From an optimization exercise on the open Yosys and OpenROAD flow, aimed at small area, a short achievable clock period and few clock cycles; shortcuts taken in it are not production practice.
The RTL was checked by simulation tests, not by an equivalence proof against the original design.
Power is estimated from default activity; no workload was simulated.

== job 1598 ==
Design sw, start of the top module:
module sw(i0, i1, i2, i3, o0, o1, o2, o3, clk, rst);
  input clk, rst;
  input [9:0] i0, i1, i2, i3;
  output [9:0] o0, o1, o2, o3;
  wire [9:0] in [0:3];
  assign in[0] = i0; assign in[1] = i1; assign in[2] = i2; assign in[3] = i3;
  wire [8:0] f [0:3];      
  wire [3:0] av;           
  wire [3:0] rq [0:3];     
  wire [3:0] hd;           
  wire [3:0] pop;
  reg  [3:0] busy;         
  reg  [3:0] own [0:3];    
  reg  [9:0] ob [0:3];     
  wire [3:0] req [0:3];    
  wire [3:0] gnt [0:3];
  wire [3:0] sel [0:3];    
  wire [3:0] gin;          
  genvar i, j;
  generate
    for (i = 0; i < 4; i = i + 1) begin : g_in
      fifo q(.clk(clk), .rst(rst), .din({in[i][9], in[i][7:0]}),
             .dval(in[i][9] | in[i][8]), .pop(pop[i]), .h(f[i]), .hv(av[i]), .hd(hd[i]), .req(rq[i]));
      assign gin[i] = gnt[0][i] | gnt[1][i] | gnt[2][i] | gnt[3][i];
      assign pop[i] = (~hd[i] & av[i]) | gin[i];
    end
    for (j = 0; j < 4; j = j + 1) begin : g_out
      for (i = 0; i < 4; i = i + 1) begin : g_r
        assign req[j][i] = rq[i][j];
        assign sel[j][i] = busy[j] ? (own[j][i] & av[i]) : gnt[j][i];
      end
      arb a(.clk(clk), .rst(rst), .req(req[j]), .busy(busy[j]), .gnt(gnt[j]));
    end
  endgenerate
  ...
For scale: roughly 2100 cells after synthesis, roughly 82 I/O pins, roughly 0.031 mm^2 of cells after synthesis.
clock: 6.0 ns
lec_check: 0
cap_margin: 20
core_margin: 2
core_utilization: 40
cts_cluster_diameter: 80
cts_cluster_size: 24
place_density: 0.6
setup_slack_margin: 3.8
slew_margin: 20
standard.sh (not shown) runs the stock make flow with config.mk's settings and CLKGATE_MAP_FILE= SYNTH_SCRIPT=/design/flow/synth_recipe.tcl, a recipe that flattens the netlist after the stock synthesis.
==> flow/flow/run.sh <==
#!/bin/bash
# Standard ORFS layout, with plain buffers (buf_4) on the ports instead of the
# delay-cell buffers buffer_ports picks by default, and sizing not held to
# the cell footprint.
set -euo pipefail
export BUFFER_PORTS_ARGS="-buffer_cell sky130_fd_sc_hd__buf_4"
bash standard.sh MATCH_CELL_FOOTPRINT=0 finish > orfs_make.log 2>&1
Testbench counts of job 1598, summed over its fixed seeds: cycles 2,639.
Relative to job 1598, the following input files were edited for job 613:
--- a/flow/config.mk
+++ b/flow/config.mk
@@ -7,8 +7,9 @@
 export LEC_CHECK = 0
+export ABC_AREA = 1
 export CAP_MARGIN = 20
 export CORE_MARGIN = 2
-export CORE_UTILIZATION = 40
+export CORE_UTILIZATION = 75
 export CTS_CLUSTER_DIAMETER = 80
 export CTS_CLUSTER_SIZE = 24
-export PLACE_DENSITY = 0.6
+export PLACE_DENSITY = 0.92
 export SETUP_SLACK_MARGIN = 3.8
Notes after the runs:
Job 613 completed every stage of the flow, and the final layout passed the timing, DRC and antenna checks. Changes observed in job 613 relative to job 1598: placer congestion estimate rose 7.7%; non-clock buffer count fell 86. Job 613 ended up with more standard cells than job 1598. Row portion of the layout cell area used by non-clock buffers: job 613 lower / job 1598 higher. Job 1598 has higher final design instance area without fill than job 613. Post-CTS setup buffer count (job 613 over job 1598): decrease, 42. Job 1598 has a higher setup slack than job 613. Die area sits lower in job 613 than in job 1598. Compared with job 1598, job 613 degrades total wire length after detailed routing.
> inputs changed (job 613 -> job 5104)
--- a/flow/config.mk
+++ b/flow/config.mk
@@ -10,6 +10,6 @@
 export CORE_MARGIN = 2
-export CORE_UTILIZATION = 75
+export CORE_UTILIZATION = 40
 export CTS_CLUSTER_DIAMETER = 80
 export CTS_CLUSTER_SIZE = 24
-export PLACE_DENSITY = 0.92
+export PLACE_DENSITY = 0.6
 export SETUP_SLACK_MARGIN = 3.8
Results
Delta (job 5104 minus job 613): effective utilization at floorplan now sits lower, fmax now sits lower, shortest clock period the worst path allows after layout now sits higher, leakage dissipation now sits higher. Taking job 613 as the reference point, the first-iteration DRC count of job 5104 falls by 1537. Sequential cell area of job 613 is on par with job 5104. Worst max-slew margin expressed relative to the limit in job 5104 is 0.78 points higher than in job 613. In terms of proportion of final cell area spent on non-clock buffers, job 5104 and job 613 differ only marginally.
[inputs] job 5717 vs job 5104
--- a/flow/config.mk
+++ b/flow/config.mk
@@ -10,6 +10,6 @@
 export CORE_MARGIN = 2
-export CORE_UTILIZATION = 40
+export CORE_UTILIZATION = 65
 export CTS_CLUSTER_DIAMETER = 80
-export CTS_CLUSTER_SIZE = 24
-export PLACE_DENSITY = 0.6
+export CTS_CLUSTER_SIZE = 30
+export PLACE_DENSITY = 0.85
 export SETUP_SLACK_MARGIN = 3.8
### Flow results
Job 5717 against job 5104: clock skew shows an increase of 12 ps; first-pass GRT wire length decreased about 3.2%; total power down 0.86%; setup fix buffers added after clock tree synthesis now smaller; fraction of registers with async set/reset held.
Going from job 5104 to job 5717, number of vias after detailed routing now larger; total die area now smaller.
Compared with job 5104, job 5717 shows a met2 usage in global routing that is 17 points higher.
Of the two candidates, job 5104 has the worse maximum frequency and job 5717 the better one.
Job 5717 vs job 5104, routability congestion estimate from global placement went up by about 7%.
#### Input delta (job 8132 over job 5717)
--- a/flow/config.mk
+++ b/flow/config.mk
@@ -10,6 +10,6 @@
 export CORE_MARGIN = 2
-export CORE_UTILIZATION = 65
+export CORE_UTILIZATION = 55
 export CTS_CLUSTER_DIAMETER = 80
-export CTS_CLUSTER_SIZE = 30
-export PLACE_DENSITY = 0.85
+export CTS_CLUSTER_SIZE = 24
+export PLACE_DENSITY = 0.75
 export SETUP_SLACK_MARGIN = 3.8
==> comparison <==
[compare] base=job 5717 new=job 8132: number of DRC markers after the initial detailed-route iteration shrank by 881, first-pass GRT wire length went down 2.0%, relative area change from synthesis to final layout increased by 0.76 points relative to the old numbers, via count down 503, detailed placement HPWL dropped about 2%.
Delta (job 8132 minus job 5717): post-route standard cell area excluding fillers rose by 0.69%, wire length -0.42%, number of clock buffers in the layout moved up, hold slack down 34 ps.
| required time at the worst-slack endpoint | job 8132 vs job 5717 | ≈ equal |
Utilization of the core after routing (lower): job 8132

## re-timing with driven ports
In the flow no input, the clock included, has a driving cell. The finished layouts below were timed again as built, in two steps.
Step 1 (the two cells are an assumption about what drives the block):
set clk [get_ports {clk}]
set_driving_cell -lib_cell sky130_fd_sc_hd__clkbuf_16 $clk
set_driving_cell -lib_cell sky130_fd_sc_hd__buf_2 [delete_from_list [all_inputs] $clk]
Step 2 times the ports against the registers' clock, not the clock port: input delays grow and output delays shrink by t, the midpoint of the rising clock arrivals with the driver on.
a / b / c = no drivers / after step 1 / after step 2; a / b = the first two.
run | t (ns) | setup WS [ns] | latest minus earliest clock arrival (ns) | slew at the worst register clock pin (ns)
job 1598 | 0.644 | 3.759 / 3.704 / 3.299 | 0.032 / 0.032 | 0.11 / 0.11
job 613 | 0.640 | 3.741 / 3.682 / 3.194 | 0.038 / 0.038 | 0.10 / 0.10
job 5104 | 0.645 | 3.715 / 3.657 / 3.281 | 0.021 / 0.021 | 0.10 / 0.10
job 5717 | 0.647 | 3.763 / 3.704 / 3.293 | 0.034 / 0.034 | 0.11 / 0.11
job 8132 | 0.647 | 3.758 / 3.702 / 3.319 | 0.033 / 0.033 | 0.10 / 0.10
After both steps setup and hold are still met in every run listed. For job 613, which loses most, drivers alone change the setup slack by -0.059 ns; drivers and shift together by -0.547 ns.
